What follows belongs to an exercise in optimizing a design on an open flow for small area, a short achievable clock period and few clock cycles; a production flow would make more cautious choices. At most, simulation tests tie the RTL to the original design; equivalence was not proved. No driver is modelled on the clock port, so clock power and skew are understated where the tree is cut down; a real chip needs a root buffer or a tree. No activity file was given, so power comes from the tool's default toggle rates.

== run 1 ==
==> flow/design.v (excerpt) <==
module S_Axi_Lite #(
    parameter integer P_S_AXI_DATA_WIDTH = 32,
    parameter integer P_S_AXI_ADDR_WIDTH = 4
)
(
    input  wire                                S_AXI_ACLK,
    input  wire                                S_AXI_ARESETN,
    input  wire [P_S_AXI_ADDR_WIDTH-1 : 0]     S_AXI_AWADDR,
    input  wire [2 : 0]                        S_AXI_AWPROT,
    input  wire                                S_AXI_AWVALID,
    output wire                                S_AXI_AWREADY,
    input  wire [P_S_AXI_DATA_WIDTH-1 : 0]     S_AXI_WDATA,
    input  wire [(P_S_AXI_DATA_WIDTH/8)-1 : 0] S_AXI_WSTRB,
    input  wire                                S_AXI_WVALID,
    output wire                                S_AXI_WREADY,
    output wire [1 : 0]                        S_AXI_BRESP,
    output wire                                S_AXI_BVALID,
    input  wire                                S_AXI_BREADY,
    input  wire [P_S_AXI_ADDR_WIDTH-1 : 0]     S_AXI_ARADDR,
    input  wire [2 : 0]                        S_AXI_ARPROT,
    input  wire                                S_AXI_ARVALID,
    output wire                                S_AXI_ARREADY,
    output wire [P_S_AXI_DATA_WIDTH-1 : 0]     S_AXI_RDATA,
    output wire [1 : 0]                        S_AXI_RRESP,
    output wire                                S_AXI_RVALID,
    input  wire                                S_AXI_RREADY
);
clock: 4.0 ns
lec_check: 0
cap_margin: 20
core_margin: 2
core_utilization: 60
setup_slack_margin: 2.35
slew_margin: 20
standard.sh (not shown) runs the stock make flow with config.mk's settings and CLKGATE_MAP_FILE= SYNTH_SCRIPT=/design/flow/synth_recipe.tcl, a recipe that flattens the netlist after the stock synthesis.
==> flow/flow/run.sh <==
#!/bin/bash
# Own layout flow: the standard synthesis (standard.sh synth, unchanged),
# then the gates between the registers re-mapped for area (remap.sh; registers
# untouched, equivalence checked), then the standard layout steps with
# minimum-size port buffers and a balanced two-level clock tree: the clock
# port drives four buf_16, each driving four buf_8, each feeding an equal
# share of the registers, split by recursive bisection (mytree.tcl).
set -euo pipefail
W=$PWD
F=$W/flow
R=$W/orfs/results/sky130hd/S_Axi_Lite/base
mkdir -p "$W/remap"
bash standard.sh synth > "$W/synth.log" 2>&1
cp "$R/1_2_yosys.v" "$W/remap/std_synth.v"
bash "$F/remap.sh" "$W/remap/std_synth.v" "$W/remap/remapped.v" "$W/remap" > "$W/remap.log" 2>&1
cp "$W/remap/remapped.v" "$R/1_2_yosys.v"
rm -f "$R/1_synth.odb" "$R/1_synth.sdc"
export BUFFER_PORTS_ARGS="-buffer_cell sky130_fd_sc_hd__buf_1"
export PRE_CTS_TCL="$F/pre_cts.tcl"
bash standard.sh > "$W/layout.log" 2>&1
==> flow/flow/pre_cts.tcl <==
# Sourced by ORFS's cts.tcl before clock tree synthesis (PRE_CTS_TCL).
# Builds the clock tree here (mytree.tcl) and turns the step's own
# clock_tree_synthesis call into a no-op; the rest of the CTS step
# (legalization, timing repair) runs as usual.
source [file join [file dirname [info script]] mytree.tcl]
my_clock_tree 4 16 sky130_fd_sc_hd__buf_16 sky130_fd_sc_hd__buf_8
proc clock_tree_synthesis {args} {
  puts "clock tree built by flow/mytree.tcl; clock_tree_synthesis skipped"
}
==> flow/flow/scripts.abc <==
strash; dch; map -a
strash; dch; amap
strash; dc2; dch; map -a
strash; balance; rewrite; refactor; balance; rewrite -z; rewrite -z; balance; dch; map -a
strash; dch -f; map -a
strash; dch; map -a; strash; dch; amap
strash; dc2; dc2; dch -f; amap
strash; dch -f; amap
strash; dc2; dch -f; map -a
strash; balance; rewrite; refactor; balance; rewrite -z; rewrite -z; balance; dch -f; amap
strash; dc2; dch; amap
strash; dch; amap; strash; dch -f; map -a
Other scripts of this flow, unchanged in this note and not shown: flow/flow/mytree.tcl, flow/flow/remap.sh
Testbench counts of run 1, summed over its fixed seeds: cycles 784.
Input-level comparison between run 2 and run 1:
Settings: SETUP_SLACK_MARGIN changed from 2.35 to 2.4.
-- flow/flow/run.sh --
<<< run 1, line 6
# port drives four buf_16, each driving four buf_8, each feeding an equal
>>> run 2, line 6
# port drives four buf_16, each driving two buf_12, each feeding an equal
-- flow/flow/pre_cts.tcl --
<<< run 1, line 6
my_clock_tree 4 16 sky130_fd_sc_hd__buf_16 sky130_fd_sc_hd__buf_8
>>> run 2, line 6
my_clock_tree 4 8 sky130_fd_sc_hd__buf_16 sky130_fd_sc_hd__buf_12
Clock skew in run 2 is 0.012 ns lower than in run 1. The setup slack on run 1 is in line with that on run 2. Run 2 -> run 1: quantity of hold-fixing buffers added after cts delta 0, exact match. Compared with run 1, run 2 shows global-route total usage across every layer lower by 0.94 points. Number of stages on the worst setup path sits higher in run 2 than in run 1. Part of the total power dissipated in sequential elements, run 1 and run 2: lower on run 1. Run 1 and run 2 ended up with nearly the same via count. Looking at run 1 and run 2, the routed wire length is a wash. Run 2: clock network fraction of design power 3.9 points below run 1. Run 2 vs run 1, sequential share of layout area went down by 0.42 points. Multi-input combinational gate total for run 2 is higher than for run 1.
### run 2 -> run 3
Settings: a change of CORE_UTILIZATION from 60 to 65; a change of SETUP_SLACK_MARGIN from 2.4 to 2.45.
==> flow/flow/scripts.abc <==
strash; dch -f; map -a
## What came out
- Switching part of the total essentially unchanged between run 3 and run 2.
- Taking run 2 as the reference, in run 3 fraction of met3 tracks used by global routing went down; share of total power in the clock network went up; filler cell count went down; post-route fraction of the period consumed by the critical path went down.
- Diff run 2 -> run 3: sequential cell area rose about 0.32%, post-synthesis cell area went up about 1.2%.
- Of the two values seen for endpoint of the worst setup timing path, r_reg3[6] was produced by run 2 and S_AXI_WREADY by run 3.
No run of this note takes its clock network from TritonCTS; it comes from the design's own scripts or RTL.

* * *

v37:
Another version of the RTL of S_Axi_Lite (not shown whole).
Size: about 390 cells after synthesis.
Settings: LEC_CHECK=0, CAP_MARGIN=20, CORE_MARGIN=2, CORE_UTILIZATION=60, SETUP_SLACK_MARGIN=2.35, SLEW_MARGIN=20; clock period 4.0 ns.
==> flow/flow/run.sh <==
#!/bin/bash
# Own layout flow: the standard synthesis (standard.sh synth, unchanged),
# then the gates between the registers re-mapped for area (remap.sh; registers
# untouched, equivalence checked), then the standard layout steps with
# minimum-size port buffers and a two-level clock tree: the clock port drives
# four clkbuf_16, which drive eight clkbuf_16, each feeding one placement
# cluster of registers (mytree.tcl).
set -euo pipefail
W=$PWD
F=$W/flow
R=$W/orfs/results/sky130hd/S_Axi_Lite/base
mkdir -p "$W/remap"
bash standard.sh synth > "$W/synth.log" 2>&1
cp "$R/1_2_yosys.v" "$W/remap/std_synth.v"
bash "$F/remap.sh" "$W/remap/std_synth.v" "$W/remap/remapped.v" "$W/remap" > "$W/remap.log" 2>&1
cp "$W/remap/remapped.v" "$R/1_2_yosys.v"
rm -f "$R/1_synth.odb" "$R/1_synth.sdc"
export BUFFER_PORTS_ARGS="-buffer_cell sky130_fd_sc_hd__buf_1"
export PRE_CTS_TCL="$F/pre_cts.tcl"
bash standard.sh > "$W/layout.log" 2>&1
Other scripts of this flow, unchanged in this note and not shown: flow/flow/mytree.tcl, flow/flow/pre_cts.tcl, flow/flow/remap.sh, flow/flow/scripts.abc
Setup changes, v37 to v23
-- flow/config.mk --
<<< v37, line 11
export SETUP_SLACK_MARGIN = 2.35
>>> v23, line 11
export SETUP_SLACK_MARGIN = 2.45
## What came out
v23 | status: complete | timing, DRC, antenna: pass
Of v23 and v37, the run reporting the higher cell total after placement was v37.
v23: length of the first detailed-routing pass in iterations 2 above v37
Relative to v37, the final-layout fill cell count of v23 is lower by about 11%.
v23: area added between synthesis and finish 8.2 points above v37
Total power was higher in v23 than in v37.
Comparing v23 with v37, the fraction of power spent switching nets came out essentially unchanged.
In the reports for v23 and v37, the smaller share of cells above drive strength 1 belongs to v37.
The run showing the smaller first-iteration DRC count is v37.
v37 -> v23: power drawn by the sequential cells flat
Delta(met3 demand-to-capacity share in global routing, v23 - v37) > 0
When v23 is measured against v37, its utilization turns out 5.0 points higher.
No run of this note included a check of the RTL's function; only the layout flow was run. In every run of this note, the design's own scripts or RTL, not TritonCTS, make the clock network.

[static timing again, ports no longer ideal]
The results above use ideal ports. As a check the final layouts listed here were re-extracted and re-timed, cells and wires unchanged. Step 1, drivers: a clkbuf_16 drives S_AXI_ACLK and a buf_2 each remaining input, both assumed. Step 2 also shifts input and output timing later by t, the mid clock arrival at the registers, as if the neighbouring blocks saw the same clock. a / b / c = no drivers / after step 1 / after step 2; a / b = the first two.
| run | t, ns | slack for setup (ns) | worst data-port slew with drivers (ns) |
|---|---|---|---|
| run 1 | 0.333 | 2.406 / 2.302 / 2.172 | 0.05 |
| run 2 | 0.332 | 2.408 / 2.325 / 2.160 | 0.05 |
| run 3 | 0.338 | 2.468 / 2.359 / 2.241 | 0.05 |
| v37 | 0.358 | 2.375 / 2.293 / 2.135 | 0.06 |
| v23 | 0.363 | 2.444 / 2.364 / 2.117 | 0.06 |
After both steps setup and hold are still met in every run listed. The setup slack of v23, which loses most, moves by -0.080 ns with the drivers and by -0.327 ns with both steps.
